This is an optimization exercise on Yosys and OpenROAD, whose aim is small area, a short achievable clock period and few clock cycles per item, not a production implementation. In this exercise RTL edits were held to simulation tests only and were not proved equivalent to the original.

==> design.v <==
module mul16(input [15:0] a, input [15:0] b, input [17:0] b3, output [15:0] hi);
	wire [16:0] b2 = {b, 1'b0};
	wire d0_1 = a[1:0] == 2'd1;
	wire d0_2 = a[1:0] == 2'd2;
	wire d0_3 = a[1:0] == 2'd3;
	wire pp1 = (d0_1 & b[0]) | (d0_2 & b2[0]) | (d0_3 & b3[0]);
	wire pp2 = (d0_1 & b[1]) | (d0_2 & b2[1]) | (d0_3 & b3[1]);
	wire pp3 = (d0_1 & b[2]) | (d0_2 & b2[2]) | (d0_3 & b3[2]);
	wire pp4 = (d0_1 & b[3]) | (d0_2 & b2[3]) | (d0_3 & b3[3]);
	wire pp5 = (d0_1 & b[4]) | (d0_2 & b2[4]) | (d0_3 & b3[4]);
	wire pp6 = (d0_1 & b[5]) | (d0_2 & b2[5]) | (d0_3 & b3[5]);
	wire pp7 = (d0_1 & b[6]) | (d0_2 & b2[6]) | (d0_3 & b3[6]);
	wire pp8 = (d0_1 & b[7]) | (d0_2 & b2[7]) | (d0_3 & b3[7]);
	wire pp9 = (d0_1 & b[8]) | (d0_2 & b2[8]) | (d0_3 & b3[8]);
	wire pp10 = (d0_1 & b[9]) | (d0_2 & b2[9]) | (d0_3 & b3[9]);
	wire pp11 = (d0_1 & b[10]) | (d0_2 & b2[10]) | (d0_3 & b3[10]);
	wire pp12 = (d0_1 & b[11]) | (d0_2 & b2[11]) | (d0_3 & b3[11]);
	wire pp13 = (d0_1 & b[12]) | (d0_2 & b2[12]) | (d0_3 & b3[12]);
	wire pp14 = (d0_1 & b[13]) | (d0_2 & b2[13]) | (d0_3 & b3[13]);
	wire pp15 = (d0_1 & b[14]) | (d0_2 & b2[14]) | (d0_3 & b3[14]);
	wire pp16 = (d0_1 & b[15]) | (d0_2 & b2[15]) | (d0_3 & b3[15]);
	wire pp17 = (d0_2 & b2[16]) | (d0_3 & b3[16]);
	wire pp18 = (d0_3 & b3[17]);
	wire d1_1 = a[3:2] == 2'd1;
	wire d1_2 = a[3:2] == 2'd2;
	wire d1_3 = a[3:2] == 2'd3;
	wire pp19 = (d1_1 & b[0]) | (d1_2 & b2[0]) | (d1_3 & b3[0]);
	wire pp20 = (d1_1 & b[1]) | (d1_2 & b2[1]) | (d1_3 & b3[1]);
	wire pp21 = (d1_1 & b[2]) | (d1_2 & b2[2]) | (d1_3 & b3[2]);
	wire pp22 = (d1_1 & b[3]) | (d1_2 & b2[3]) | (d1_3 & b3[3]);
	wire pp23 = (d1_1 & b[4]) | (d1_2 & b2[4]) | (d1_3 & b3[4]);
	wire pp24 = (d1_1 & b[5]) | (d1_2 & b2[5]) | (d1_3 & b3[5]);
	wire pp25 = (d1_1 & b[6]) | (d1_2 & b2[6]) | (d1_3 & b3[6]);
	wire pp26 = (d1_1 & b[7]) | (d1_2 & b2[7]) | (d1_3 & b3[7]);
	wire pp27 = (d1_1 & b[8]) | (d1_2 & b2[8]) | (d1_3 & b3[8]);
	wire pp28 = (d1_1 & b[9]) | (d1_2 & b2[9]) | (d1_3 & b3[9]);
	wire pp29 = (d1_1 & b[10]) | (d1_2 & b2[10]) | (d1_3 & b3[10]);
	wire pp30 = (d1_1 & b[11]) | (d1_2 & b2[11]) | (d1_3 & b3[11]);
	wire pp31 = (d1_1 & b[12]) | (d1_2 & b2[12]) | (d1_3 & b3[12]);
	wire pp32 = (d1_1 & b[13]) | (d1_2 & b2[13]) | (d1_3 & b3[13]);
	wire pp33 = (d1_1 & b[14]) | (d1_2 & b2[14]) | (d1_3 & b3[14]);
	wire pp34 = (d1_1 & b[15]) | (d1_2 & b2[15]) | (d1_3 & b3[15]);
	wire pp35 = (d1_2 & b2[16]) | (d1_3 & b3[16]);
	wire pp36 = (d1_3 & b3[17]);
	wire d2_1 = a[5:4] == 2'd1;
	wire d2_2 = a[5:4] == 2'd2;
	wire d2_3 = a[5:4] == 2'd3;
	wire pp37 = (d2_1 & b[0]) | (d2_2 & b2[0]) | (d2_3 & b3[0]);
	wire pp38 = (d2_1 & b[1]) | (d2_2 & b2[1]) | (d2_3 & b3[1]);
	wire pp39 = (d2_1 & b[2]) | (d2_2 & b2[2]) | (d2_3 & b3[2]);
	wire pp40 = (d2_1 & b[3]) | (d2_2 & b2[3]) | (d2_3 & b3[3]);
	wire pp41 = (d2_1 & b[4]) | (d2_2 & b2[4]) | (d2_3 & b3[4]);
	wire pp42 = (d2_1 & b[5]) | (d2_2 & b2[5]) | (d2_3 & b3[5]);
	wire pp43 = (d2_1 & b[6]) | (d2_2 & b2[6]) | (d2_3 & b3[6]);
	wire pp44 = (d2_1 & b[7]) | (d2_2 & b2[7]) | (d2_3 & b3[7]);
	wire pp45 = (d2_1 & b[8]) | (d2_2 & b2[8]) | (d2_3 & b3[8]);
	wire pp46 = (d2_1 & b[9]) | (d2_2 & b2[9]) | (d2_3 & b3[9]);
	wire pp47 = (d2_1 & b[10]) | (d2_2 & b2[10]) | (d2_3 & b3[10]);
	wire pp48 = (d2_1 & b[11]) | (d2_2 & b2[11]) | (d2_3 & b3[11]);
	wire pp49 = (d2_1 & b[12]) | (d2_2 & b2[12]) | (d2_3 & b3[12]);
	wire pp50 = (d2_1 & b[13]) | (d2_2 & b2[13]) | (d2_3 & b3[13]);
	wire pp51 = (d2_1 & b[14]) | (d2_2 & b2[14]) | (d2_3 & b3[14]);
	wire pp52 = (d2_1 & b[15]) | (d2_2 & b2[15]) | (d2_3 & b3[15]);
	wire pp53 = (d2_2 & b2[16]) | (d2_3 & b3[16]);
	wire pp54 = (d2_3 & b3[17]);
	wire d3_1 = a[7:6] == 2'd1;
	wire d3_2 = a[7:6] == 2'd2;
	wire d3_3 = a[7:6] == 2'd3;
	wire pp55 = (d3_1 & b[0]) | (d3_2 & b2[0]) | (d3_3 & b3[0]);
	wire pp56 = (d3_1 & b[1]) | (d3_2 & b2[1]) | (d3_3 & b3[1]);
	wire pp57 = (d3_1 & b[2]) | (d3_2 & b2[2]) | (d3_3 & b3[2]);
	wire pp58 = (d3_1 & b[3]) | (d3_2 & b2[3]) | (d3_3 & b3[3]);
	wire pp59 = (d3_1 & b[4]) | (d3_2 & b2[4]) | (d3_3 & b3[4]);
	wire pp60 = (d3_1 & b[5]) | (d3_2 & b2[5]) | (d3_3 & b3[5]);
	wire pp61 = (d3_1 & b[6]) | (d3_2 & b2[6]) | (d3_3 & b3[6]);
	wire pp62 = (d3_1 & b[7]) | (d3_2 & b2[7]) | (d3_3 & b3[7]);
	wire pp63 = (d3_1 & b[8]) | (d3_2 & b2[8]) | (d3_3 & b3[8]);
	wire pp64 = (d3_1 & b[9]) | (d3_2 & b2[9]) | (d3_3 & b3[9]);
	wire pp65 = (d3_1 & b[10]) | (d3_2 & b2[10]) | (d3_3 & b3[10]);
	wire pp66 = (d3_1 & b[11]) | (d3_2 & b2[11]) | (d3_3 & b3[11]);
	wire pp67 = (d3_1 & b[12]) | (d3_2 & b2[12]) | (d3_3 & b3[12]);
	wire pp68 = (d3_1 & b[13]) | (d3_2 & b2[13]) | (d3_3 & b3[13]);
	wire pp69 = (d3_1 & b[14]) | (d3_2 & b2[14]) | (d3_3 & b3[14]);
	wire pp70 = (d3_1 & b[15]) | (d3_2 & b2[15]) | (d3_3 & b3[15]);
	wire pp71 = (d3_2 & b2[16]) | (d3_3 & b3[16]);
	wire pp72 = (d3_3 & b3[17]);
	wire d4_1 = a[9:8] == 2'd1;
	wire d4_2 = a[9:8] == 2'd2;
	wire d4_3 = a[9:8] == 2'd3;
	wire pp73 = (d4_1 & b[0]) | (d4_2 & b2[0]) | (d4_3 & b3[0]);
	wire pp74 = (d4_1 & b[1]) | (d4_2 & b2[1]) | (d4_3 & b3[1]);
	wire pp75 = (d4_1 & b[2]) | (d4_2 & b2[2]) | (d4_3 & b3[2]);
	wire pp76 = (d4_1 & b[3]) | (d4_2 & b2[3]) | (d4_3 & b3[3]);
	wire pp77 = (d4_1 & b[4]) | (d4_2 & b2[4]) | (d4_3 & b3[4]);
	wire pp78 = (d4_1 & b[5]) | (d4_2 & b2[5]) | (d4_3 & b3[5]);
	wire pp79 = (d4_1 & b[6]) | (d4_2 & b2[6]) | (d4_3 & b3[6]);
	wire pp80 = (d4_1 & b[7]) | (d4_2 & b2[7]) | (d4_3 & b3[7]);
	wire pp81 = (d4_1 & b[8]) | (d4_2 & b2[8]) | (d4_3 & b3[8]);
	wire pp82 = (d4_1 & b[9]) | (d4_2 & b2[9]) | (d4_3 & b3[9]);
	wire pp83 = (d4_1 & b[10]) | (d4_2 & b2[10]) | (d4_3 & b3[10]);
	wire pp84 = (d4_1 & b[11]) | (d4_2 & b2[11]) | (d4_3 & b3[11]);
	wire pp85 = (d4_1 & b[12]) | (d4_2 & b2[12]) | (d4_3 & b3[12]);
	wire pp86 = (d4_1 & b[13]) | (d4_2 & b2[13]) | (d4_3 & b3[13]);
	wire pp87 = (d4_1 & b[14]) | (d4_2 & b2[14]) | (d4_3 & b3[14]);
	wire pp88 = (d4_1 & b[15]) | (d4_2 & b2[15]) | (d4_3 & b3[15]);
	wire pp89 = (d4_2 & b2[16]) | (d4_3 & b3[16]);
	wire pp90 = (d4_3 & b3[17]);
	wire d5_1 = a[11:10] == 2'd1;
	wire d5_2 = a[11:10] == 2'd2;
	wire d5_3 = a[11:10] == 2'd3;
	wire pp91 = (d5_1 & b[0]) | (d5_2 & b2[0]) | (d5_3 & b3[0]);
	wire pp92 = (d5_1 & b[1]) | (d5_2 & b2[1]) | (d5_3 & b3[1]);
	wire pp93 = (d5_1 & b[2]) | (d5_2 & b2[2]) | (d5_3 & b3[2]);
	wire pp94 = (d5_1 & b[3]) | (d5_2 & b2[3]) | (d5_3 & b3[3]);
	wire pp95 = (d5_1 & b[4]) | (d5_2 & b2[4]) | (d5_3 & b3[4]);
	wire pp96 = (d5_1 & b[5]) | (d5_2 & b2[5]) | (d5_3 & b3[5]);
	wire pp97 = (d5_1 & b[6]) | (d5_2 & b2[6]) | (d5_3 & b3[6]);
	wire pp98 = (d5_1 & b[7]) | (d5_2 & b2[7]) | (d5_3 & b3[7]);
	wire pp99 = (d5_1 & b[8]) | (d5_2 & b2[8]) | (d5_3 & b3[8]);
	wire pp100 = (d5_1 & b[9]) | (d5_2 & b2[9]) | (d5_3 & b3[9]);
	wire pp101 = (d5_1 & b[10]) | (d5_2 & b2[10]) | (d5_3 & b3[10]);
	wire pp102 = (d5_1 & b[11]) | (d5_2 & b2[11]) | (d5_3 & b3[11]);
	wire pp103 = (d5_1 & b[12]) | (d5_2 & b2[12]) | (d5_3 & b3[12]);
	wire pp104 = (d5_1 & b[13]) | (d5_2 & b2[13]) | (d5_3 & b3[13]);
	wire pp105 = (d5_1 & b[14]) | (d5_2 & b2[14]) | (d5_3 & b3[14]);
	wire pp106 = (d5_1 & b[15]) | (d5_2 & b2[15]) | (d5_3 & b3[15]);
	wire pp107 = (d5_2 & b2[16]) | (d5_3 & b3[16]);
	wire pp108 = (d5_3 & b3[17]);
	wire d6_1 = a[13:12] == 2'd1;
	wire d6_2 = a[13:12] == 2'd2;
	wire d6_3 = a[13:12] == 2'd3;
	wire pp109 = (d6_1 & b[0]) | (d6_2 & b2[0]) | (d6_3 & b3[0]);
	wire pp110 = (d6_1 & b[1]) | (d6_2 & b2[1]) | (d6_3 & b3[1]);
	wire pp111 = (d6_1 & b[2]) | (d6_2 & b2[2]) | (d6_3 & b3[2]);
	wire pp112 = (d6_1 & b[3]) | (d6_2 & b2[3]) | (d6_3 & b3[3]);
	wire pp113 = (d6_1 & b[4]) | (d6_2 & b2[4]) | (d6_3 & b3[4]);
	wire pp114 = (d6_1 & b[5]) | (d6_2 & b2[5]) | (d6_3 & b3[5]);
	wire pp115 = (d6_1 & b[6]) | (d6_2 & b2[6]) | (d6_3 & b3[6]);
	wire pp116 = (d6_1 & b[7]) | (d6_2 & b2[7]) | (d6_3 & b3[7]);
	wire pp117 = (d6_1 & b[8]) | (d6_2 & b2[8]) | (d6_3 & b3[8]);
	wire pp118 = (d6_1 & b[9]) | (d6_2 & b2[9]) | (d6_3 & b3[9]);
	wire pp119 = (d6_1 & b[10]) | (d6_2 & b2[10]) | (d6_3 & b3[10]);
	wire pp120 = (d6_1 & b[11]) | (d6_2 & b2[11]) | (d6_3 & b3[11]);
	wire pp121 = (d6_1 & b[12]) | (d6_2 & b2[12]) | (d6_3 & b3[12]);
	wire pp122 = (d6_1 & b[13]) | (d6_2 & b2[13]) | (d6_3 & b3[13]);
	wire pp123 = (d6_1 & b[14]) | (d6_2 & b2[14]) | (d6_3 & b3[14]);
	wire pp124 = (d6_1 & b[15]) | (d6_2 & b2[15]) | (d6_3 & b3[15]);
	wire pp125 = (d6_2 & b2[16]) | (d6_3 & b3[16]);
	wire pp126 = (d6_3 & b3[17]);
	wire d7_1 = a[15:14] == 2'd1;
	wire d7_2 = a[15:14] == 2'd2;
	wire d7_3 = a[15:14] == 2'd3;
	wire pp127 = (d7_1 & b[0]) | (d7_2 & b2[0]) | (d7_3 & b3[0]);
	wire pp128 = (d7_1 & b[1]) | (d7_2 & b2[1]) | (d7_3 & b3[1]);
	wire pp129 = (d7_1 & b[2]) | (d7_2 & b2[2]) | (d7_3 & b3[2]);
	wire pp130 = (d7_1 & b[3]) | (d7_2 & b2[3]) | (d7_3 & b3[3]);
	wire pp131 = (d7_1 & b[4]) | (d7_2 & b2[4]) | (d7_3 & b3[4]);
	wire pp132 = (d7_1 & b[5]) | (d7_2 & b2[5]) | (d7_3 & b3[5]);
	wire pp133 = (d7_1 & b[6]) | (d7_2 & b2[6]) | (d7_3 & b3[6]);
	wire pp134 = (d7_1 & b[7]) | (d7_2 & b2[7]) | (d7_3 & b3[7]);
	wire pp135 = (d7_1 & b[8]) | (d7_2 & b2[8]) | (d7_3 & b3[8]);
	wire pp136 = (d7_1 & b[9]) | (d7_2 & b2[9]) | (d7_3 & b3[9]);
	wire pp137 = (d7_1 & b[10]) | (d7_2 & b2[10]) | (d7_3 & b3[10]);
	wire pp138 = (d7_1 & b[11]) | (d7_2 & b2[11]) | (d7_3 & b3[11]);
	wire pp139 = (d7_1 & b[12]) | (d7_2 & b2[12]) | (d7_3 & b3[12]);
	wire pp140 = (d7_1 & b[13]) | (d7_2 & b2[13]) | (d7_3 & b3[13]);
	wire pp141 = (d7_1 & b[14]) | (d7_2 & b2[14]) | (d7_3 & b3[14]);
	wire pp142 = (d7_1 & b[15]) | (d7_2 & b2[15]) | (d7_3 & b3[15]);
	wire pp143 = (d7_2 & b2[16]) | (d7_3 & b3[16]);
	wire pp144 = (d7_3 & b3[17]);
	wire s145 = pp13 ^ pp29;
	wire c146 = pp13 & pp29;
	wire s147, c148;
	fa us147(pp14, pp30, pp46, s147, c148);
	wire s149, c150;
	fa us149(pp15, pp31, pp47, s149, c150);
	wire s151 = pp63 ^ pp79;
	wire c152 = pp63 & pp79;
	wire s153, c154;
	fa us153(pp16, pp32, pp48, s153, c154);
	wire s155, c156;
	fa us155(pp64, pp80, pp96, s155, c156);
	wire s157, c158;
	fa us157(pp17, pp33, pp49, s157, c158);
	wire s159, c160;
	fa us159(pp65, pp81, pp97, s159, c160);
	wire s161, c162;
	fa us161(pp18, pp34, pp50, s161, c162);
	wire s163, c164;
	fa us163(pp66, pp82, pp98, s163, c164);
	wire s165, c166;
	fa us165(pp35, pp51, pp67, s165, c166);
	wire s167 = pp83 ^ pp99;
	wire c168 = pp83 & pp99;
	wire s169, c170;
	fa us169(pp36, pp52, pp68, s169, c170);
	wire s171 = pp84 ^ pp100;
	wire c172 = pp84 & pp100;
	wire s173, c174;
	fa us173(pp53, pp69, pp85, s173, c174);
	wire s175 = pp54 ^ pp70;
	wire c176 = pp54 & pp70;
	wire s177 = pp9 ^ pp25;
	wire c178 = pp9 & pp25;
	wire s179, c180;
	fa us179(pp10, pp26, pp42, s179, c180);
	wire s181, c182;
	fa us181(pp11, pp27, pp43, s181, c182);
	wire s183 = pp59 ^ pp75;
	wire c184 = pp59 & pp75;
	wire s185, c186;
	fa us185(pp12, pp28, pp44, s185, c186);
	wire s187, c188;
	fa us187(pp60, pp76, pp92, s187, c188);
	wire s189, c190;
	fa us189(s145, pp45, pp61, s189, c190);
	wire s191, c192;
	fa us191(pp77, pp93, pp109, s191, c192);
	wire s193, c194;
	fa us193(c146, s147, pp62, s193, c194);
	wire s195, c196;
	fa us195(pp78, pp94, pp110, s195, c196);
	wire s197, c198;
	fa us197(c148, s149, s151, s197, c198);
	wire s199, c200;
	fa us199(pp95, pp111, pp127, s199, c200);
	wire s201, c202;
	fa us201(c150, c152, s153, s201, c202);
	wire s203, c204;
	fa us203(s155, pp112, pp128, s203, c204);
	wire s205, c206;
	fa us205(c154, c156, s157, s205, c206);
	wire s207, c208;
	fa us207(s159, pp113, pp129, s207, c208);
	wire s209, c210;
	fa us209(c158, c160, s161, s209, c210);
	wire s211, c212;
	fa us211(s163, pp114, pp130, s211, c212);
	wire s213, c214;
	fa us213(c162, c164, s165, s213, c214);
	wire s215, c216;
	fa us215(s167, pp115, pp131, s215, c216);
	wire s217, c218;
	fa us217(c166, c168, s169, s217, c218);
	wire s219, c220;
	fa us219(s171, pp116, pp132, s219, c220);
	wire s221, c222;
	fa us221(c170, c172, s173, s221, c222);
	wire s223, c224;
	fa us223(pp101, pp117, pp133, s223, c224);
	wire s225, c226;
	fa us225(c174, s175, pp86, s225, c226);
	wire s227, c228;
	fa us227(pp102, pp118, pp134, s227, c228);
	wire s229, c230;
	fa us229(c176, pp71, pp87, s229, c230);
	wire s231, c232;
	fa us231(pp103, pp119, pp135, s231, c232);
	wire s233, c234;
	fa us233(pp72, pp88, pp104, s233, c234);
	wire s235 = pp120 ^ pp136;
	wire c236 = pp120 & pp136;
	wire s237, c238;
	fa us237(pp89, pp105, pp121, s237, c238);
	wire s239 = pp90 ^ pp106;
	wire c240 = pp90 & pp106;
	wire s241 = pp7 ^ pp23;
	wire c242 = pp7 & pp23;
	wire s243, c244;
	fa us243(pp8, pp24, pp40, s243, c244);
	wire s245, c246;
	fa us245(s177, pp41, pp57, s245, c246);
	wire s247, c248;
	fa us247(c178, s179, pp58, s247, c248);
	wire s249, c250;
	fa us249(c180, s181, s183, s249, c250);
	wire s251, c252;
	fa us251(c182, c184, s185, s251, c252);
	wire s253, c254;
	fa us253(c186, c188, s189, s253, c254);
	wire s255, c256;
	fa us255(c190, c192, s193, s255, c256);
	wire s257, c258;
	fa us257(c194, c196, s197, s257, c258);
	wire s259, c260;
	fa us259(c198, c200, s201, s259, c260);
	wire s261, c262;
	fa us261(c202, c204, s205, s261, c262);
	wire s263, c264;
	fa us263(c206, c208, s209, s263, c264);
	wire s265, c266;
	fa us265(c210, c212, s213, s265, c266);
	wire s267, c268;
	fa us267(c214, c216, s217, s267, c268);
	wire s269, c270;
	fa us269(c218, c220, s221, s269, c270);
	wire s271, c272;
	fa us271(c222, c224, s225, s271, c272);
	wire s273, c274;
	fa us273(c226, c228, s229, s273, c274);
	wire s275, c276;
	fa us275(c230, c232, s233, s275, c276);
	wire s277, c278;
	fa us277(c234, c236, s237, s277, c278);
	wire s279, c280;
	fa us279(c238, s239, pp122, s279, c280);
	wire s281, c282;
	fa us281(c240, pp107, pp123, s281, c282);
	wire s283 = pp108 ^ pp124;
	wire c284 = pp108 & pp124;
	wire s285 = pp5 ^ pp21;
	wire c286 = pp5 & pp21;
	wire s287, c288;
	fa us287(pp6, pp22, pp38, s287, c288);
	wire s289, c290;
	fa us289(s241, pp39, pp55, s289, c290);
	wire s291, c292;
	fa us291(c242, s243, pp56, s291, c292);
	wire s293, c294;
	fa us293(c244, s245, pp73, s293, c294);
	wire s295, c296;
	fa us295(c246, s247, pp74, s295, c296);
	wire s297, c298;
	fa us297(c248, s249, pp91, s297, c298);
	wire s299, c300;
	fa us299(c250, s251, s187, s299, c300);
	wire s301, c302;
	fa us301(c252, s253, s191, s301, c302);
	wire s303, c304;
	fa us303(c254, s255, s195, s303, c304);
	wire s305, c306;
	fa us305(c256, s257, s199, s305, c306);
	wire s307, c308;
	fa us307(c258, s259, s203, s307, c308);
	wire s309, c310;
	fa us309(c260, s261, s207, s309, c310);
	wire s311, c312;
	fa us311(c262, s263, s211, s311, c312);
	wire s313, c314;
	fa us313(c264, s265, s215, s313, c314);
	wire s315, c316;
	fa us315(c266, s267, s219, s315, c316);
	wire s317, c318;
	fa us317(c268, s269, s223, s317, c318);
	wire s319, c320;
	fa us319(c270, s271, s227, s319, c320);
	wire s321, c322;
	fa us321(c272, s273, s231, s321, c322);
	wire s323, c324;
	fa us323(c274, s275, s235, s323, c324);
	wire s325, c326;
	fa us325(c276, s277, pp137, s325, c326);
	wire s327, c328;
	fa us327(c278, s279, pp138, s327, c328);
	wire s329, c330;
	fa us329(c280, s281, pp139, s329, c330);
	wire s331, c332;
	fa us331(c282, s283, pp140, s331, c332);
	wire s333, c334;
	fa us333(c284, pp125, pp141, s333, c334);
	wire s335 = pp126 ^ pp142;
	wire c336 = pp126 & pp142;
	wire [31:0] ra = {pp144, c336, c334, c332, c330, c328, c326, c324, c322, c320, c318, c316, c314, c312, c310, c308, c306, c304, c302, c300, c298, c296, c294, c292, c290, c288, c286, s285, pp4, pp3, pp2, pp1};
	wire [31:0] rb = {1'b0, pp143, s335, s333, s331, s329, s327, s325, s323, s321, s319, s317, s315, s313, s311, s309, s307, s305, s303, s301, s299, s297, s295, s293, s291, s289, s287, pp37, pp20, pp19, 1'b0, 1'b0};
	wire [31:0] pp_ = ra ^ rb;
	wire [31:0] gg_ = ra & rb;
	wire G1 = gg_[1] | (pp_[1] & gg_[0]);
	wire P1 = pp_[1] & pp_[0];
	wire G2 = gg_[3] | (pp_[3] & gg_[2]);
	wire P2 = pp_[3] & pp_[2];
	wire G3 = gg_[5] | (pp_[5] & gg_[4]);
	wire P3 = pp_[5] & pp_[4];
	wire G4 = gg_[7] | (pp_[7] & gg_[6]);
	wire P4 = pp_[7] & pp_[6];
	wire G5 = gg_[9] | (pp_[9] & gg_[8]);
	wire P5 = pp_[9] & pp_[8];
	wire G6 = gg_[11] | (pp_[11] & gg_[10]);
	wire P6 = pp_[11] & pp_[10];
	wire G7 = gg_[13] | (pp_[13] & gg_[12]);
	wire P7 = pp_[13] & pp_[12];
	wire G8 = gg_[15] | (pp_[15] & gg_[14]);
	wire P8 = pp_[15] & pp_[14];
	wire G9 = gg_[17] | (pp_[17] & gg_[16]);
	wire P9 = pp_[17] & pp_[16];
	wire G10 = gg_[19] | (pp_[19] & gg_[18]);
	wire P10 = pp_[19] & pp_[18];
	wire G11 = gg_[21] | (pp_[21] & gg_[20]);
	wire P11 = pp_[21] & pp_[20];
	wire G12 = gg_[23] | (pp_[23] & gg_[22]);
	wire P12 = pp_[23] & pp_[22];
	wire G13 = gg_[25] | (pp_[25] & gg_[24]);
	wire P13 = pp_[25] & pp_[24];
	wire G14 = gg_[27] | (pp_[27] & gg_[26]);
	wire P14 = pp_[27] & pp_[26];
	wire G15 = gg_[29] | (pp_[29] & gg_[28]);
	wire P15 = pp_[29] & pp_[28];
	wire G16 = gg_[31] | (pp_[31] & gg_[30]);
	wire P16 = pp_[31] & pp_[30];
	wire G17 = G2 | (P2 & G1);
	wire P17 = P2 & P1;
	wire G18 = G4 | (P4 & G3);
	wire P18 = P4 & P3;
	wire G19 = G6 | (P6 & G5);
	wire P19 = P6 & P5;
	wire G20 = G8 | (P8 & G7);
	wire P20 = P8 & P7;
	wire G21 = G10 | (P10 & G9);
	wire P21 = P10 & P9;
	wire G22 = G12 | (P12 & G11);
	wire P22 = P12 & P11;
	wire G23 = G14 | (P14 & G13);
	wire P23 = P14 & P13;
	wire G24 = G16 | (P16 & G15);
	wire P24 = P16 & P15;
	wire G25 = G18 | (P18 & G17);
	wire P25 = P18 & P17;
	wire G26 = G20 | (P20 & G19);
	wire P26 = P20 & P19;
	wire G27 = G22 | (P22 & G21);
	wire P27 = P22 & P21;
	wire G28 = G24 | (P24 & G23);
	wire P28 = P24 & P23;
	wire G29 = G26 | (P26 & G25);
	wire P29 = P26 & P25;
	wire G30 = G28 | (P28 & G27);
	wire P30 = P28 & P27;
	wire G31 = G30 | (P30 & G29);
	wire P31 = P30 & P29;
	wire G32 = G27 | (P27 & G29);
	wire P32 = P27 & P29;
	wire G33 = G19 | (P19 & G25);
	wire P33 = P19 & P25;
	wire G34 = G21 | (P21 & G29);
	wire P34 = P21 & P29;
	wire G35 = G23 | (P23 & G32);
	wire P35 = P23 & P32;
	wire G36 = G3 | (P3 & G17);
	wire P36 = P3 & P17;
	wire G37 = G5 | (P5 & G25);
	wire P37 = P5 & P25;
	wire G38 = G7 | (P7 & G33);
	wire P38 = P7 & P33;
	wire G39 = G9 | (P9 & G29);
	wire P39 = P9 & P29;
	wire G40 = G11 | (P11 & G34);
	wire P40 = P11 & P34;
	wire G41 = G13 | (P13 & G32);
	wire P41 = P13 & P32;
	wire G42 = G15 | (P15 & G35);
	wire P42 = P15 & P35;
	wire G43 = gg_[2] | (pp_[2] & G1);
	wire P43 = pp_[2] & P1;
	wire G44 = gg_[4] | (pp_[4] & G17);
	wire P44 = pp_[4] & P17;
	wire G45 = gg_[6] | (pp_[6] & G36);
	wire P45 = pp_[6] & P36;
	wire G46 = gg_[8] | (pp_[8] & G25);
	wire P46 = pp_[8] & P25;
	wire G47 = gg_[10] | (pp_[10] & G37);
	wire P47 = pp_[10] & P37;
	wire G48 = gg_[12] | (pp_[12] & G33);
	wire P48 = pp_[12] & P33;
	wire G49 = gg_[14] | (pp_[14] & G38);
	wire P49 = pp_[14] & P38;
	wire G50 = gg_[16] | (pp_[16] & G29);
	wire P50 = pp_[16] & P29;
	wire G51 = gg_[18] | (pp_[18] & G39);
	wire P51 = pp_[18] & P39;
	wire G52 = gg_[20] | (pp_[20] & G34);
	wire P52 = pp_[20] & P34;
	wire G53 = gg_[22] | (pp_[22] & G40);
	wire P53 = pp_[22] & P40;
	wire G54 = gg_[24] | (pp_[24] & G32);
	wire P54 = pp_[24] & P32;
	wire G55 = gg_[26] | (pp_[26] & G41);
	wire P55 = pp_[26] & P41;
	wire G56 = gg_[28] | (pp_[28] & G35);
	wire P56 = pp_[28] & P35;
	wire G57 = gg_[30] | (pp_[30] & G42);
	wire P57 = pp_[30] & P42;
	assign hi = pp_[31:16] ^ {G57, G42, G56, G35, G55, G41, G54, G32, G53, G40, G52, G34, G51, G39, G50, G29};
endmodule
module fa(input a, b, c, output s, co);
	assign s = a ^ b ^ c;
	assign co = (a & b) | (a & c) | (b & c);
endmodule
module exponential(input clk, rst, start, input [15:0] _x, output done,
                   output [1:0] intpart, output [15:0] fracpart);
	reg [3:0] st;           
	reg idle;               
	reg sh0, sh1, sh2;      
	reg term;               
	reg [15:0] b, t;
	reg [17:0] b3;          
	reg [17:0] r;
	reg fin;                
	reg [6:0] u6h;          
	wire go = idle & start;
	wire [3:0] nst = go ? 4'd1 : (idle | st == 4'd9) ? 4'd0 : st + 4'd1;
	always @(posedge clk or posedge rst) begin
		if (rst) begin
			st   <= 4'd0;
			idle <= 1'b1;
			sh0  <= 1'b0;
			sh1  <= 1'b0;
			sh2  <= 1'b0;
		end else begin
			st   <= nst;
			idle <= (nst == 4'd0);
			sh0  <= (nst != 4'd0) & (nst != 4'd1) & (nst != 4'd4);
			sh1  <= (nst == 4'd1);                                
			sh2  <= (nst == 4'd4);                                
		end
	end
	always @(posedge clk) begin
		term <= (nst == 4'd1) | (nst == 4'd2) | (nst == 4'd4) |
		        (nst == 4'd5) | (nst == 4'd7) | (nst == 4'd9);  
	end
	reg [15:0] bn;
	always @(*) begin
		case (nst)
			4'd3:    bn = 16'h5555;
			4'd6:    bn = 16'h3333;
			4'd8:    bn = 16'h2AAA;
			default: bn = _x;
		endcase
	end
	wire [17:0] x3_a = {2'b00, _x};
	wire [17:0] x3_b = {1'b0, _x, 1'b0};
	wire [17:0] x3_p = x3_a ^ x3_b;
	wire [17:0] x3_g = x3_a & x3_b;
	wire x3_G1 = x3_g[1] | (x3_p[1] & x3_g[0]);
	wire x3_P1 = x3_p[1] & x3_p[0];
	wire x3_G2 = x3_g[3] | (x3_p[3] & x3_g[2]);
	wire x3_P2 = x3_p[3] & x3_p[2];
	wire x3_G3 = x3_g[5] | (x3_p[5] & x3_g[4]);
	wire x3_P3 = x3_p[5] & x3_p[4];
	wire x3_G4 = x3_g[7] | (x3_p[7] & x3_g[6]);
	wire x3_P4 = x3_p[7] & x3_p[6];
	wire x3_G5 = x3_g[9] | (x3_p[9] & x3_g[8]);
	wire x3_P5 = x3_p[9] & x3_p[8];
	wire x3_G6 = x3_g[11] | (x3_p[11] & x3_g[10]);
	wire x3_P6 = x3_p[11] & x3_p[10];
	wire x3_G7 = x3_g[13] | (x3_p[13] & x3_g[12]);
	wire x3_P7 = x3_p[13] & x3_p[12];
	wire x3_G8 = x3_g[15] | (x3_p[15] & x3_g[14]);
	wire x3_P8 = x3_p[15] & x3_p[14];
	wire x3_G9 = x3_g[17] | (x3_p[17] & x3_g[16]);
	wire x3_P9 = x3_p[17] & x3_p[16];
	wire x3_G10 = x3_G2 | (x3_P2 & x3_G1);
	wire x3_P10 = x3_P2 & x3_P1;
	wire x3_G11 = x3_G4 | (x3_P4 & x3_G3);
	wire x3_P11 = x3_P4 & x3_P3;
	wire x3_G12 = x3_G6 | (x3_P6 & x3_G5);
	wire x3_P12 = x3_P6 & x3_P5;
	wire x3_G13 = x3_G8 | (x3_P8 & x3_G7);
	wire x3_P13 = x3_P8 & x3_P7;
	wire x3_G14 = x3_G11 | (x3_P11 & x3_G10);
	wire x3_P14 = x3_P11 & x3_P10;
	wire x3_G15 = x3_G13 | (x3_P13 & x3_G12);
	wire x3_P15 = x3_P13 & x3_P12;
	wire x3_G16 = x3_G15 | (x3_P15 & x3_G14);
	wire x3_P16 = x3_P15 & x3_P14;
	wire x3_G17 = x3_G12 | (x3_P12 & x3_G14);
	wire x3_P17 = x3_P12 & x3_P14;
	wire x3_G18 = x3_G3 | (x3_P3 & x3_G10);
	wire x3_P18 = x3_P3 & x3_P10;
	wire x3_G19 = x3_G5 | (x3_P5 & x3_G14);
	wire x3_P19 = x3_P5 & x3_P14;
	wire x3_G20 = x3_G7 | (x3_P7 & x3_G17);
	wire x3_P20 = x3_P7 & x3_P17;
	wire x3_G21 = x3_G9 | (x3_P9 & x3_G16);
	wire x3_P21 = x3_P9 & x3_P16;
	wire x3_G22 = x3_g[2] | (x3_p[2] & x3_G1);
	wire x3_P22 = x3_p[2] & x3_P1;
	wire x3_G23 = x3_g[4] | (x3_p[4] & x3_G10);
	wire x3_P23 = x3_p[4] & x3_P10;
	wire x3_G24 = x3_g[6] | (x3_p[6] & x3_G18);
	wire x3_P24 = x3_p[6] & x3_P18;
	wire x3_G25 = x3_g[8] | (x3_p[8] & x3_G14);
	wire x3_P25 = x3_p[8] & x3_P14;
	wire x3_G26 = x3_g[10] | (x3_p[10] & x3_G19);
	wire x3_P26 = x3_p[10] & x3_P19;
	wire x3_G27 = x3_g[12] | (x3_p[12] & x3_G17);
	wire x3_P27 = x3_p[12] & x3_P17;
	wire x3_G28 = x3_g[14] | (x3_p[14] & x3_G20);
	wire x3_P28 = x3_p[14] & x3_P20;
	wire x3_G29 = x3_g[16] | (x3_p[16] & x3_G16);
	wire x3_P29 = x3_p[16] & x3_P16;
	wire [17:0] x3 = x3_p ^ {x3_G29, x3_G16, x3_G28, x3_G20, x3_G27, x3_G17, x3_G26, x3_G19, x3_G25, x3_G14, x3_G24, x3_G18, x3_G23, x3_G10, x3_G22, x3_G1, x3_g[0], 1'b0};
	reg [17:0] bn3;
	always @(*) begin
		case (nst)
			4'd3:    bn3 = 18'h0FFFF;    
			4'd6:    bn3 = 18'h09999;    
			4'd8:    bn3 = 18'h07FFE;    
			default: bn3 = x3;
		endcase
	end
	always @(posedge clk)
		b3 <= bn3;
	wire [15:0] ph;                      
	mul16 mul(.a(t), .b(b), .b3(b3), .hi(ph));
	wire [15:0] tn = ({16{sh0}} & ph) | ({16{sh1}} & {1'b0, ph[15:1]}) |
	                 ({16{sh2}} & {2'b00, ph[15:2]}) | ({16{idle}} & t1);
	wire [15:0] t1;
	assign t1[0] = ~g_dec[16].z & _x[0];
	genvar k;
	generate
		for (k = 1; k <= 16; k = k + 1) begin : g_dec
			wire z;
			if (k == 1) begin : g_first
				assign z = 1'b1;
			end else begin : g_next
				assign z = g_dec[k-1].z & ~_x[k-1];
			end
		end
		for (k = 1; k <= 15; k = k + 1) begin : g_t1
			assign t1[k] = ~g_dec[16].z & (_x[k] ^ g_dec[k].z);
		end
	endgenerate
	wire [6:0] u6 = fin ? t[6:0] : u6h;
	reg [3:0] t7;
	always @(*) begin
		if (u6 >= 7'd85) t7 = 4'd12;
		else if (u6 >= 7'd78) t7 = 4'd11;
		else if (u6 >= 7'd71) t7 = 4'd10;
		else if (u6 >= 7'd64) t7 = 4'd9;
		else if (u6 >= 7'd57) t7 = 4'd8;
		else if (u6 >= 7'd50) t7 = 4'd7;
		else if (u6 >= 7'd43) t7 = 4'd6;
		else if (u6 >= 7'd36) t7 = 4'd5;
		else if (u6 >= 7'd29) t7 = 4'd4;
		else if (u6 >= 7'd22) t7 = 4'd3;
		else if (u6 >= 7'd15) t7 = 4'd2;
		else if (u6 >= 7'd8) t7 = 4'd1;
		else t7 = 4'd0;
	end
	reg t8;
	wire [15:0] addb = idle ? {12'd0, t7} : t;
	wire cin = idle & t8;
	wire [18:0] ra_a = {r, cin};
	wire [18:0] ra_b = {2'b00, addb, cin};
	wire [18:0] ra_p = ra_a ^ ra_b;
	wire [18:0] ra_g = ra_a & ra_b;
	wire ra_G1 = ra_g[1] | (ra_p[1] & ra_g[0]);
	wire ra_P1 = ra_p[1] & ra_p[0];
	wire ra_G2 = ra_g[3] | (ra_p[3] & ra_g[2]);
	wire ra_P2 = ra_p[3] & ra_p[2];
	wire ra_G3 = ra_g[5] | (ra_p[5] & ra_g[4]);
	wire ra_P3 = ra_p[5] & ra_p[4];
	wire ra_G4 = ra_g[7] | (ra_p[7] & ra_g[6]);
	wire ra_P4 = ra_p[7] & ra_p[6];
	wire ra_G5 = ra_g[9] | (ra_p[9] & ra_g[8]);
	wire ra_P5 = ra_p[9] & ra_p[8];
	wire ra_G6 = ra_g[11] | (ra_p[11] & ra_g[10]);
	wire ra_P6 = ra_p[11] & ra_p[10];
	wire ra_G7 = ra_g[13] | (ra_p[13] & ra_g[12]);
	wire ra_P7 = ra_p[13] & ra_p[12];
	wire ra_G8 = ra_g[15] | (ra_p[15] & ra_g[14]);
	wire ra_P8 = ra_p[15] & ra_p[14];
	wire ra_G9 = ra_g[17] | (ra_p[17] & ra_g[16]);
	wire ra_P9 = ra_p[17] & ra_p[16];
	wire ra_G10 = ra_G2 | (ra_P2 & ra_G1);
	wire ra_P10 = ra_P2 & ra_P1;
	wire ra_G11 = ra_G4 | (ra_P4 & ra_G3);
	wire ra_P11 = ra_P4 & ra_P3;
	wire ra_G12 = ra_G6 | (ra_P6 & ra_G5);
	wire ra_P12 = ra_P6 & ra_P5;
	wire ra_G13 = ra_G8 | (ra_P8 & ra_G7);
	wire ra_P13 = ra_P8 & ra_P7;
	wire ra_G14 = ra_G11 | (ra_P11 & ra_G10);
	wire ra_P14 = ra_P11 & ra_P10;
	wire ra_G15 = ra_G13 | (ra_P13 & ra_G12);
	wire ra_P15 = ra_P13 & ra_P12;
	wire ra_G16 = ra_G15 | (ra_P15 & ra_G14);
	wire ra_P16 = ra_P15 & ra_P14;
	wire ra_G17 = ra_G12 | (ra_P12 & ra_G14);
	wire ra_P17 = ra_P12 & ra_P14;
	wire ra_G18 = ra_G3 | (ra_P3 & ra_G10);
	wire ra_P18 = ra_P3 & ra_P10;
	wire ra_G19 = ra_G5 | (ra_P5 & ra_G14);
	wire ra_P19 = ra_P5 & ra_P14;
	wire ra_G20 = ra_G7 | (ra_P7 & ra_G17);
	wire ra_P20 = ra_P7 & ra_P17;
	wire ra_G21 = ra_G9 | (ra_P9 & ra_G16);
	wire ra_P21 = ra_P9 & ra_P16;
	wire ra_G22 = ra_g[2] | (ra_p[2] & ra_G1);
	wire ra_P22 = ra_p[2] & ra_P1;
	wire ra_G23 = ra_g[4] | (ra_p[4] & ra_G10);
	wire ra_P23 = ra_p[4] & ra_P10;
	wire ra_G24 = ra_g[6] | (ra_p[6] & ra_G18);
	wire ra_P24 = ra_p[6] & ra_P18;
	wire ra_G25 = ra_g[8] | (ra_p[8] & ra_G14);
	wire ra_P25 = ra_p[8] & ra_P14;
	wire ra_G26 = ra_g[10] | (ra_p[10] & ra_G19);
	wire ra_P26 = ra_p[10] & ra_P19;
	wire ra_G27 = ra_g[12] | (ra_p[12] & ra_G17);
	wire ra_P27 = ra_p[12] & ra_P17;
	wire ra_G28 = ra_g[14] | (ra_p[14] & ra_G20);
	wire ra_P28 = ra_p[14] & ra_P20;
	wire ra_G29 = ra_g[16] | (ra_p[16] & ra_G16);
	wire ra_P29 = ra_p[16] & ra_P16;
	wire ra_G30 = ra_g[18] | (ra_p[18] & ra_G21);
	wire ra_P30 = ra_p[18] & ra_P21;
	wire [18:0] rs0 = ra_p ^ {ra_G21, ra_G29, ra_G16, ra_G28, ra_G20, ra_G27, ra_G17, ra_G26, ra_G19, ra_G25, ra_G14, ra_G24, ra_G18, ra_G23, ra_G10, ra_G22, ra_G1, ra_g[0], 1'b0};
	wire [17:0] racc = rs0[18:1];
	always @(posedge clk) begin
		b <= bn;
		t <= tn;                     
		fin <= (st == 4'd9);         
		if (st == 4'd9)
			t8 <= b >= 16'd62481;    
		if (fin)
			u6h <= t[6:0];           
		if (go)
			r <= 18'h0FFFF;
		else if (term)
			r <= racc;
	end
	assign done = idle;
	assign {intpart, fracpart} = racc;
endmodule
==> run.sh <==
#!/bin/bash
# synth_recipe.tcl (not shown) runs the flow's synth.tcl, then flattens the netlist and writes it again
# the make line also repeats each setting of config.mk as NAME=value (left out here)
make -C /OpenROAD-flow-scripts/flow DESIGN_CONFIG=/design/flow/config.mk WORK_HOME=/design/flow/orfs CLKGATE_MAP_FILE= SYNTH_SCRIPT=/design/flow/synth_recipe.tcl finish
==> config.mk <==
export PLATFORM = sky130hd
export DESIGN_NAME = exponential
export DESIGN_NICKNAME = exponential
export VERILOG_FILES = /design/flow/design.v
export SDC_FILE = /design/flow/constraint.sdc
export NUM_CORES = 4
export LEC_CHECK = 0
export ABC_AREA = 1
export CAP_MARGIN = 20
export CORE_MARGIN = 2
export CORE_UTILIZATION = 40
export PLACE_DENSITY = 0.6
export SETUP_SLACK_MARGIN = 4
export SLEW_MARGIN = 20
export SYNTH_HIERARCHICAL = 1
export SYNTH_MINIMUM_KEEP_SIZE = 0
==> constraint.sdc <==
create_clock -name core_clock -period 9.0 [get_ports {clk}]
set_input_delay 1.8000 -clock core_clock [delete_from_list [all_inputs] [get_ports {clk}]]
set_output_delay 1.8000 -clock core_clock [all_outputs]
set_load 0.01 [all_outputs]
==> results.py, run 1 <==
metrics = {
    "status": {
        "status": "complete, no violations",
    },
    "timing": {
        "setup_viol": 0,
        "timing.final.crit_share_pct": 60.94,
        "hold_viol_final": 0,
        "clock.fmax_mhz": 182.3,
        "finalSetupTns_ps": 0,
        "rsz0062_at_grt": "true",
        "maxSlewViolCount": 0,
        "period_needed_ps": 5485,
        "skew_ps": 9.808,
        "slew_headroom_pct": 45.57,
        "worstMarginPinSlew_ps": 814.4,
    },
    "drt": {
        "avgViaCountPerCell": 5.931,
        "wl_per_cell_um": 21.26,
        "ant_nets": 0,
        "dr.pass1.iters": 6,
        "wl_um": 33420,
        "drcViolationCount": 0,
        "drt-initial-drc-count": 1231,
        "num_vias": 9323,
    },
    "critical_path": {
        "critPathBufInv": 2,
        "cp_slowest_cell": "dfxtp_4",
        "r2r_cells": 23,
        "r2r_slack_ps": 3760,
        "cp-start-kind": "flip-flop",
        "cp_top_family": "simple AND/OR/NAND/NOR gates",
        "cp.required_ps": 7200,
        "path_cells": "buf_12 > o21ai_4 > nand2_1 > a21oi_2 > nor2_1 > nand2_1 > nand2_1 > nand2_1 > nand2_1 > nand2_1 > nand2_2 > fa_2 > nand2_2 > nand2_1 > o21a_1 > nand2_1 > nand3_2 > nand3_2 > o21bai_4 > a31o_4 > fa_2 > xor2_2 > buf_2",
        "critical_path_class": "reg -> out",
        "path_common_cell": "nand2_1",
        "path_max_fanout": 7,
        "max_stage_delay_ps": 400,
        "critPathCaptureType": "output port",
        "rr_endpoint": "t[8]",
        "rr_startpoint": "b[11]",
        "worstPathArrival_ps": 3680,
    },
    "synthesis": {
        "syn_area_per_cell_um2": 8.075,
        "synth_nets": 1404,
        "synth_cell_types": 51,
        "synth_top_area_share_pct": 22.24,
        "ys_ff_latch": 85,
        "ys_top_cells_by_count": "nand2_1 (308), inv_1 (129), o221ai_1 (119), fa_1 (107), ha_1 (85)",
        "syn_inst": 1193,
        "yosysTopAreaCell": "fa_1",
        "synth_seq_area_share_pct": 18.20,
        "syn-cell-area_um2": 9633,
        "synth_edf_count": 1,
        "yosysMostFrequentCell": "nand2_1",
        "yosysWarningCount": 7,
        "yosys_most_used_dff": "dfxtp_1",
        "synthTopCellsByArea": "fa_1 (22%), dfxtp_1 (16%), nand2_1 (12%)",
        "synth-async-reset-ratio_pct": 9.412,
    },
    "global_routing": {
        "grt_overflow_total": 0,
        "grt_usage_pct": 25.94,
        "antenna_found_initial": 1,
        "grt_max_degree": 22,
        "grt_pass1_wl_um": 52110,
        "grt_pass1_vias": 9217,
    },
    "placement": {
        "port_buffers": 37,
        "gp_congestion": 0.9112,
        "dp.final_hpwl_um": 23930,
    },
    "cts": {
        "cts_hold_buf": 0,
        "cts_tree": "built",
        "cts.path.max_buffers": 2,
        "h-tree-depth": 3,
        "clock_sinks": 85,
        "root_buffer": "clkbuf_16",
        "path_clk_slew_ps": 70,
        "cts-buffers-inserted": 9,
        "insertion_delay_ps": 340,
    },
    "finish": {
        "regArea_um2": 1826,
        "multi_input_area_um2": 7875,
        "drive_above_1_share_pct": 23.80,
        "post-route-util_pct": 50.16,
        "fillerInstances": 2231,
        "syn_to_final_growth_pct": 22.60,
        "nNetsFinal": 1458,
    },
    "hold_path": {
        "hold-path-cell-count": 2,
        "holdCritStartpoint": "r[2]",
        "hold_class": "reg -> reg",
        "min_to": "r[2]",
    },
    "floorplanning": {
        "num_rows": 56,
        "core_um2": 23540,
        "ioPinCount": 38,
        "die_area_um2": 25340,
        "start_util_pct": 40.92,
        "die_height_um": 159.2,
        "die_w_um": 159.2,
    },
    "job": {
        "maxCapViolations": 0,
    },
}
cells in the final DEF, fill, tap and decap left out, types with 5 or more instances in the layout:
master,count
o22ai_1,8
nor2_4,5
xor2_2,10
buf_4,38
nand2_2,34
ha_1,82
o221ai_2,5
nand2_1,265
inv_1,110
buf_6,17
a21o_1,6
nand4_1,6
clkbuf_16,9
o21ai_2,11
nand2_4,22
xnor2_1,7
inv_2,16
nand3_2,7
nor2_2,6
o221ai_1,110
fa_1,86
buf_2,10
nor2_1,63
o21ai_0,26
nor3_1,6
clkdlybuf4s50_1,18
nand3_1,29
a21oi_1,32
fa_2,21
inv_4,5
o21ai_1,12
dfxtp_1,51
clkinvlp_4,8
xor2_1,5
dfrtp_1,7
a21oi_2,5
dfxtp_2,10
dfxtp_4,15
worst max path at each step:
stage,start,to,slack (ps),cells past startpoint
after global routing,fin,fracpart[14],3310,27
final,fin,fracpart[14],3520,23
after detailed placement,fin,fracpart[14],2950,27
after floorplan,fin,fracpart[13],4040,26
after global placement,fin,fracpart[13],2980,19
after CTS,fin,fracpart[14],3570,28
per-layer routing:
metal	track usage [%]	routed length (um)	vias up	share of wire (%)
met4	9.174	1212	0	3.6
met1	34.36	13770	4475	41
met3	5.262	2775	96	8.3
met2	42.23	15670	549	47
met5	0	0	-	0
li1	-	-	4203	-
per-module statistics from Yosys, one instance, submodules excluded:
module       area (um2)  flip-flops and latches  times used
exponential        4826                      85           1
mul16              3146                       0           1
fa                20.02                       0          83
layout make-up:
class                   count  share of cell area (%)
multi-input cells         917                   66.68
flip-flops and latches     85                   15.46
repair buffers             93                   7.162
inverters                 141                   4.873
well taps                 319                   3.380
clock buffers              10                   2.024
clock inverters             6                  0.4026
diodes                      1                 0.02119
tightest hold or removal path: cells and delay by family (launching register included):
kind,cells,cell delay [ps]
simple gates,1,50
compound gates,1,70
flops,1,330
state kept, by name (all words and copies together) (netlist names):
| signal | flops |
|---|---|
| sh2 | 1 |
| term | 1 |
| t | 16 |
| sh0 | 1 |
| b | 15 |
| t8 | 1 |
| st | 4 |
| idle | 1 |
| b3 | 18 |
| sh1 | 1 |
| r | 18 |
| u6h | 7 |
| fin | 1 |
logic make-up after synthesis:
logic type      share of synthesized area, %
compound gates                         19.31
xor+xnor                               2.273
buf+inv                                7.819
fa+ha+maj                              33.28
flops                                  18.20
simple gates                           19.12
per-stage QoR:
stage          instances  area, um2  hold WS (ps)  setup WS, ps
6_report            1572      11810         478.4          3515
5_1_grt             1571      11810         516.9          3315
4_1_cts             1551      11360         483.6          3574
3_5_place_dp        1505      10250         466.1          2952
3_3_place_gp        1505      10250         462.6          2984
2_1_floorplan       1193       9652         447.5          4040
what timing repair did:
item,4_1_cts,5_1_grt
setup endpoints to repair,34,33
pin swaps,28,40
gates resized for setup,231,85
endpoints found under the hold margin,0,0
gates cloned,1,0
buffers inserted,29,20
Testbench counts, summed over its fixed seeds: cycles 12,006, items 1,200.
==> run 2, diff against run 1 <==
--- a/config.mk
+++ b/config.mk
@@ -11,5 +11,5 @@
 export CORE_UTILIZATION = 40
 export PLACE_DENSITY = 0.6
-export SETUP_SLACK_MARGIN = 4
+export SETUP_SLACK_MARGIN = 3.5
 export SLEW_MARGIN = 20
 export SYNTH_HIERARCHICAL = 1
==> results.py, run 2 <==
metrics = {
    "job": {
        "maxCapViolations": 0,
    },
    "synthesis": {
        "yosysTopAreaCell": "fa_1",
        "ys_top_cells_by_count": "nand2_1 (308), inv_1 (129), o221ai_1 (119), fa_1 (107), ha_1 (85)",
        "ys_ff_latch": 85,
        "syn_area_per_cell_um2": 8.075,
        "synth_seq_area_share_pct": 18.20,
        "yosysMostFrequentCell": "nand2_1",
        "yosys_most_used_dff": "dfxtp_1",
        "synth_nets": 1404,
        "synth-async-reset-ratio_pct": 9.412,
        "synth_edf_count": 1,
        "synth_cell_types": 51,
        "yosysWarningCount": 7,
        "synth_top_area_share_pct": 22.24,
        "syn_inst": 1193,
        "synthTopCellsByArea": "fa_1 (22%), dfxtp_1 (16%), nand2_1 (12%)",
        "syn-cell-area_um2": 9633,
    },
    "timing": {
        "timing.final.crit_share_pct": 61.61,
        "slew_headroom_pct": 48.47,
        "maxSlewViolCount": 0,
        "period_needed_ps": 5545,
        "setup_viol": 0,
        "hold_viol_final": 0,
        "skew_ps": 5.775,
        "clock.fmax_mhz": 180.3,
        "finalSetupTns_ps": 0,
        "whs_ps": 482.2,
        "worstMarginPinSlew_ps": 772.1,
        "rsz0062_at_grt": "true",
    },
    "critical_path": {
        "path_max_fanout": 6,
        "critPathCaptureType": "output port",
        "max_stage_delay_ps": 400,
        "cp.required_ps": 7200,
        "cp-start-kind": "flip-flop",
        "cp_slowest_cell": "fa_2",
        "critical_path_class": "reg -> out",
        "cp_top_family": "simple AND/OR/NAND/NOR gates",
        "critPathBufInv": 3,
        "worstPathArrival_ps": 3750,
        "path_common_cell": "nand2_1",
    },
    "floorplanning": {
        "die_area_um2": 25340,
        "start_util_pct": 40.92,
        "die_w_um": 159.2,
        "num_rows": 56,
        "ioPinCount": 38,
        "die_height_um": 159.2,
        "core_um2": 23540,
    },
    "global_routing": {
        "grt_usage_pct": 24.37,
        "grt_pass1_wl_um": 49150,
        "grt_overflow_total": 0,
        "grt_max_degree": 21,
        "grt_pass1_vias": 8765,
        "antenna_found_initial": 1,
    },
    "placement": {
        "gp_congestion": 0.9054,
        "dp_cells": 1506,
        "dp.final_hpwl_um": 23440,
        "port_buffers": 37,
    },
    "cts": {
        "clock_sinks": 85,
        "cts-buffers-inserted": 9,
        "cts_tree": "built",
        "root_buffer": "clkbuf_16",
        "insertion_delay_ps": 350,
        "cts.path.max_buffers": 2,
        "h-tree-depth": 3,
        "path_clk_slew_ps": 70,
    },
    "drt": {
        "wl_per_cell_um": 20.32,
        "num_vias": 9097,
        "avgViaCountPerCell": 5.877,
        "wl_um": 31460,
        "drcViolationCount": 0,
        "drt-initial-drc-count": 1101,
        "dr.pass1.iters": 6,
        "ant_nets": 0,
    },
    "finish": {
        "reg_top3": "b3 x18, r x18, t x16",
        "drive_above_1_share_pct": 16.76,
        "final_cell_mix": "nand2_1 (281), inv_1 (124), o221ai_1 (112)",
        "fillerInstances": 2307,
        "final_common_cell": "nand2_1",
        "multi_input_area_um2": 7601,
        "nNetsFinal": 1435,
        "fin_cells": 1548,
        "syn_to_final_growth_pct": 16.92,
        "diodes": 0,
        "regArea_um2": 1784,
    },
    "hold_path": {
        "hold_class": "reg -> reg",
    },
    "status": {
        "status": "complete, no violations",
    },
}
run 2: cell count changes in the layout (fill, tap and decap cells not counted), moves of 9 or more:
cell     previous run  this run
buf_6              17         3
dfxtp_4            15         2
fa_1               86       101
fa_2               21         6
inv_1             110       124
nand2_1           265       281
nand2_4            22        10
o21ai_0            26        35
run 2: cell type report:
class,count,area share [%]
inverters,141,4.843
multi-input cells,916,67.49
well taps,319,3.544
repair buffers,70,5.288
clock buffers,10,2.122
clock inverters,6,0.8331
flip-flops and latches,85,15.84
repair inverters,1,0.04443
run 2: what timing repair did:
action	CTS	global route
gates resized for setup	57	119
gates cloned	1	0
hold buffers	0	0
pin swaps	6	44
endpoints found under the hold margin	0	0
setup endpoints to repair	30	31
buffers inserted	9	16
run 2: final timing paths:
kind,depth (start not counted),end,slack [ps],from
max in group asynchronous,2,idle,7020,rst
min,2,r[8],480,r[8]
max reg2reg,23,t[10],3630,t[3]
min in group asynchronous,2,sh1,1700,rst
min reg2reg,2,r[8],480,r[8]
max,25,fracpart[14],3450,fin
run 2: per-stage QoR:
step                cell area [um2]  setup slack [ps]  utilization, %
floorplan                      9633              3868               -
CTS                           10740              3458           45.63
global placement              10240              2921           43.51
finish                        11260              3455           47.84
global route                  11260              3271           47.84
detailed placement            10250              2885           43.52
run 2: logic make-up (layout without fill, tap and decap cells):
group / Yosys count / after routing / synth area share, %
AOI/OAI and AO/OA: 252 / 252 / 19.31
xor gates and xnor gates: 25 / 25 / 2.273
adders and majority gates: 192 / 192 / 33.28
buffers and inverters: 192 / 228 / 7.819
DFF: 85 / 85 / 18.20
and+or+nand+nor: 447 / 447 / 19.12
run 2: worst register-to-register path: cells and delay by family (launching register included):
kind / cells / cell delay [ps]
adder cells (fa/ha/maj): 6 / 2590
XOR/XNOR: 1 / 210
flip-flops: 1 / 390
AND/OR/NAND/NOR: 7 / 630
buffers and inverters: 5 / 740
AO/OA/AOI/OAI: 4 / 620
run 2: per-layer routing:
layer	vias to the layer above	GRT usage (%)	routed length [um]
li1	4154	-	-
met3	94	4.428	2432
met5	-	0	0
met1	4380	32.44	13370
met4	0	7.479	1036
met2	469	40.40	14620
run 2: modules after synthesis (local to each module, per instance):
| module | copies in the design | area [um2] |
|---|---|---|
| exponential | 1 | 4826 |
| fa | 83 | 20.02 |
| mul16 | 1 | 3146 |
==> run 3, diff against run 2 <==
--- a/design.v
+++ b/design.v
@@ -494,6 +494,5 @@
 	reg [17:0] b3;          
 	reg [17:0] r;
-	reg fin;                
-	reg [6:0] u6h;          
+	reg [6:0] u6;            
 	wire go = idle & start;
 	wire [3:0] nst = go ? 4'd1 : (idle | st == 4'd9) ? 4'd0 : st + 4'd1;
@@ -604,21 +603,31 @@
 	wire [15:0] tn = ({16{sh0}} & ph) | ({16{sh1}} & {1'b0, ph[15:1]}) |
 	                 ({16{sh2}} & {2'b00, ph[15:2]}) | ({16{idle}} & t1);
-	wire [15:0] t1;
-	assign t1[0] = ~g_dec[16].z & _x[0];
-	genvar k;
-	generate
-		for (k = 1; k <= 16; k = k + 1) begin : g_dec
-			wire z;
-			if (k == 1) begin : g_first
-				assign z = 1'b1;
-			end else begin : g_next
-				assign z = g_dec[k-1].z & ~_x[k-1];
-			end
-		end
-		for (k = 1; k <= 15; k = k + 1) begin : g_t1
-			assign t1[k] = ~g_dec[16].z & (_x[k] ^ g_dec[k].z);
-		end
-	endgenerate
-	wire [6:0] u6 = fin ? t[6:0] : u6h;
+	wire [15:0] nx = ~_x;
+	wire [16:1] z;
+	assign z[1] = 1'b1;
+	assign z[2] = nx[1];
+	assign z[3] = nx[2] & nx[1];
+	assign z[4] = nx[3] & z[3];
+	wire z2a = nx[6] & nx[5];
+	wire z2b = nx[7] & z2a;
+	assign z[5] = nx[4] & z[4];
+	assign z[6] = nx[5] & z[5];
+	assign z[7] = z2a & z[5];
+	assign z[8] = z2b & z[5];
+	wire z3a = nx[9] & nx[8];
+	wire z3b = nx[10] & z3a;
+	wire z3c = nx[11] & z3b;
+	wire z3d = nx[13] & nx[12];
+	wire z3e = nx[14] & z3d;
+	wire z3g = nx[15] & z3e;
+	assign z[9]  = nx[8] & z[8];
+	assign z[10] = z3a & z[8];
+	assign z[11] = z3b & z[8];
+	assign z[12] = z3c & z[8];
+	assign z[13] = nx[12] & z[12];
+	assign z[14] = z3d & z[12];
+	assign z[15] = z3e & z[12];
+	assign z[16] = z3g & z[12];
+	wire [15:0] t1 = z[16] ? 16'd0 : {_x[15:1] ^ z[15:1], _x[0]};
 	reg [3:0] t7;
 	always @(*) begin
@@ -709,9 +718,8 @@
 		b <= bn;
 		t <= tn;                     
-		fin <= (st == 4'd9);         
-		if (st == 4'd9)
+		if (st == 4'd9) begin        
+			u6 <= ph[6:0];           
 			t8 <= b >= 16'd62481;    
-		if (fin)
-			u6h <= t[6:0];           
+		end
 		if (go)
 			r <= 18'h0FFFF;
--- a/config.mk
+++ b/config.mk
@@ -10,4 +10,5 @@
 export CORE_MARGIN = 2
 export CORE_UTILIZATION = 40
+export CTS_BUF_LIST = sky130_fd_sc_hd__clkbuf_4 sky130_fd_sc_hd__clkbuf_8
 export PLACE_DENSITY = 0.6
 export SETUP_SLACK_MARGIN = 3.5
==> results.py, run 3 <==
metrics = {
    "synthesis": {
        "syn_area_per_cell_um2": 8.220,
        "synth_nets": 1373,
        "ys_top_cells_by_count": "nand2_1 (281), inv_1 (124), o221ai_1 (118), fa_1 (107), ha_1 (82)",
        "syn-cell-area_um2": 9577,
        "synth_cell_types": 49,
        "yosysTopAreaCell": "fa_1",
        "synth_edf_count": 8,
        "syn_inst": 1165,
        "ys_ff_latch": 84,
        "yosysMostFrequentCell": "nand2_1",
        "yosysWarningCount": 7,
        "synth_seq_area_share_pct": 18.83,
        "synth-async-reset-ratio_pct": 9.524,
        "synthTopCellsByArea": "fa_1 (22%), dfxtp_1 (14%), nand2_1 (11%)",
        "yosys_most_used_dff": "dfxtp_1",
        "synth_top_area_share_pct": 22.37,
    },
    "floorplanning": {
        "die_w_um": 158.7,
        "start_util_pct": 40.80,
        "ioPinCount": 38,
        "die_height_um": 158.7,
        "die_area_um2": 25200,
        "num_rows": 56,
        "core_um2": 23470,
    },
    "critical_path": {
        "rr_startpoint": "t[3]",
        "worstPathArrival_ps": 3550,
        "critical_path_class": "reg -> out",
        "path_common_cell": "nand2_1",
        "cp_slowest_cell": "fa_2",
        "cp-start-kind": "flip-flop",
        "cp.required_ps": 7200,
        "path_max_fanout": 5,
        "path_cells": "inv_2 > nand2_2 > o31ai_2 > nand2_1 > nand2_1 > nand2_1 > nand2_1 > nand2_1 > nand2_1 > nand2_1 > fa_2 > nand2_2 > nand2_2 > nand3_2 > a21oi_1 > or2_4 > a31o_2 > fa_2 > buf_6",
        "max_stage_delay_ps": 580,
        "critPathCaptureType": "output port",
        "startpoint": "u6[6]",
    },
    "global_routing": {
        "grtUsageMet2_pct": 37.63,
        "grt-busiest-layer": "met2",
        "use_met1_pct": 30.94,
        "antenna_found_initial": 0,
        "grt_max_degree": 21,
        "grt_pass1_wl_um": 46960,
        "grt_usage_pct": 23.40,
        "grt_overflow_total": 0,
        "grt_pass1_vias": 8560,
        "gr-usage-met3_pct": 4.075,
    },
    "job": {
        "maxCapViolations": 0,
    },
    "timing": {
        "skew_ps": 15.55,
        "timing.final.crit_share_pct": 59.41,
        "period_needed_ps": 5347,
        "worstMarginPinSlew_ps": 801.6,
        "maxSlewViolCount": 0,
        "whs_ps": 485.8,
        "finalSetupTns_ps": 0,
        "clock.fmax_mhz": 187.0,
        "slew_headroom_pct": 46.43,
        "hold_viol_final": 0,
        "setup_viol": 0,
        "rsz0062_at_grt": "true",
    },
    "cts": {
        "cts-buffers-inserted": 9,
        "root_buffer": "clkbuf_8",
        "cts_tree": "built",
        "cts_hold_buf": 0,
        "cts.path.max_buffers": 2,
        "clock_sinks": 84,
        "insertion_delay_ps": 380,
        "h-tree-depth": 3,
        "path_clk_slew_ps": 90,
    },
    "status": {
        "status": "complete, no violations",
    },
    "drt": {
        "drcViolationCount": 0,
        "avgViaCountPerCell": 5.797,
        "num_vias": 8864,
        "wl_um": 29950,
        "drt-initial-drc-count": 1017,
        "wl_per_cell_um": 19.59,
        "dr.pass1.iters": 6,
        "ant_nets": 0,
    },
    "finish": {
        "post-route-util_pct": 47.56,
        "nNetsFinal": 1413,
        "reg_top3": "b3 x18, r x18, t x16",
        "drive_above_1_share_pct": 15.95,
        "diodes": 0,
        "final_cell_mix": "nand2_1 (267), inv_1 (114), o221ai_1 (111)",
        "final_common_cell": "nand2_1",
        "syn_to_final_growth_pct": 16.58,
    },
    "hold_path": {
        "hold_class": "reg -> reg",
        "holdCritStartpoint": "r[14]",
    },
    "placement": {
        "gp_congestion": 0.9263,
        "dp.final_hpwl_um": 22400,
        "port_buffers": 37,
    },
}
## run 3: changes by cell type after synthesis, moves of 7 or more
cell and delta:
o2111ai_1 -7, a21oi_1 +12, dfxtp_1 -8, nand2_1 -27
a22o_1 +12, edfxtp_1 +7, nor2_1 -8
## run 3: through the flow
step	instances	instance area, um2	worst slack, ps
after global placement	1477	10190	3380
after global routing	1529	11160	3464
after CTS	1499	10510	3380
final	1529	11160	3653
after detailed placement	1477	10190	3371
after floorplan	1165	9577	4013
## run 3: final cells by class
| cell class | count | area (um2) |
|---|---|---|
| flip-flops and latches | 84 | 1847 |
| repair buffers | 80 | 718.2 |
| well taps | 319 | 399.1 |
| fillers | 2296 | 12310 |
| multi-input cells | 898 | 7447 |
| clock buffers | 11 | 138.9 |
| inverters | 132 | 506.7 |
| clock inverters | 5 | 107.6 |
## run 3: logic make-up after synthesis
| family | synth area share [%] |
|---|---|
| and+or+nand+nor | 18.21 |
| AOI/OAI and AO/OA | 19.91 |
| adders and majority gates | 33.08 |
| buffers and inverters | 7.316 |
| DFF | 18.83 |
| xor gates and xnor gates | 2.652 |
## run 3: timing repair
| item | 4_1_cts | 5_1_grt |
|---|---|---|
| endpoints found under the setup margin | 23 | 32 |
| setup buffers | 6 | 30 |
| gates cloned | 0 | 0 |
| pin swaps | 2 | 43 |
| gates resized for setup | 25 | 126 |
## run 3: modules after synthesis, one instance, submodules excluded
module	cells inside	flip-flops and latches	times used
exponential	574	84	1
fa	1	0	83
mul16	508	0	1
## run 3: path summary, 6_finish.rpt
kind / end / slack, ps / depth (start not counted)
hold reg to reg: r[14] / 490 / 2
min in group asynchronous: st[2] / 1650 / 2
setup reg to reg: t[12] / 3680 / 25
max in group asynchronous: idle / 7070 / 2
setup / recovery: fracpart[13] / 3650 / 19
hold / removal: r[14] / 490 / 2
## run 3: per-layer routing
metal | part of all wire (%) | wire length, um
met1 | 41 | 12300
met2 | 47 | 14120
met3 | 7.4 | 2211
met4 | 4.4 | 1321
met5 | 0 | 0
## run 3: worst max-delay path, delay by kind of cell (launching register included)
family | cells | cell delay (ps)
and+or+nand+nor | 12 | 960
adders and majority gates | 2 | 940
AOI/OAI and AO/OA | 3 | 520
DFF | 1 | 490
buffers and inverters | 2 | 240
Testbench counts of run 3, summed over its fixed seeds: cycles 12,006, items 1,200.

re-timing with driven ports:
No port has a modelled driver above. Below, the same layouts with a new extraction and two added sets of constraints. Step 1 sets driving cells, clkbuf_16 on the clock port and buf_2 on the other inputs (assumed; they add their load-dependent delay and slew). Step 2 adds t to the input delays and takes it off the output delays; t is the mean of the earliest and latest rising clock arrival at the registers after step 1. Input paths then give back, and output paths get back, about the clock's delay inside the block. Slacks: ideal ports / drivers / drivers and shift; pairs: ideal ports / drivers.
run	t, ns	slack for setup (ns)	worst hold slack (ns)	worst setup path at the end	pins driven straight from the clock port
run 1	0.386	3.515 / 3.466 / 3.590	0.478 / 0.478 / 0.478	input to register	1
run 2	0.393	3.455 / 3.405 / 3.333	0.482 / 0.482 / 0.482	input to register	1
run 3	0.411	3.653 / 3.616 / 3.682	0.486 / 0.486 / 0.486	register to register	1
After both steps every run listed still meets setup and hold. For run 2, which loses most, drivers alone change the setup slack by -0.050 ns; drivers and shift together by -0.122 ns.
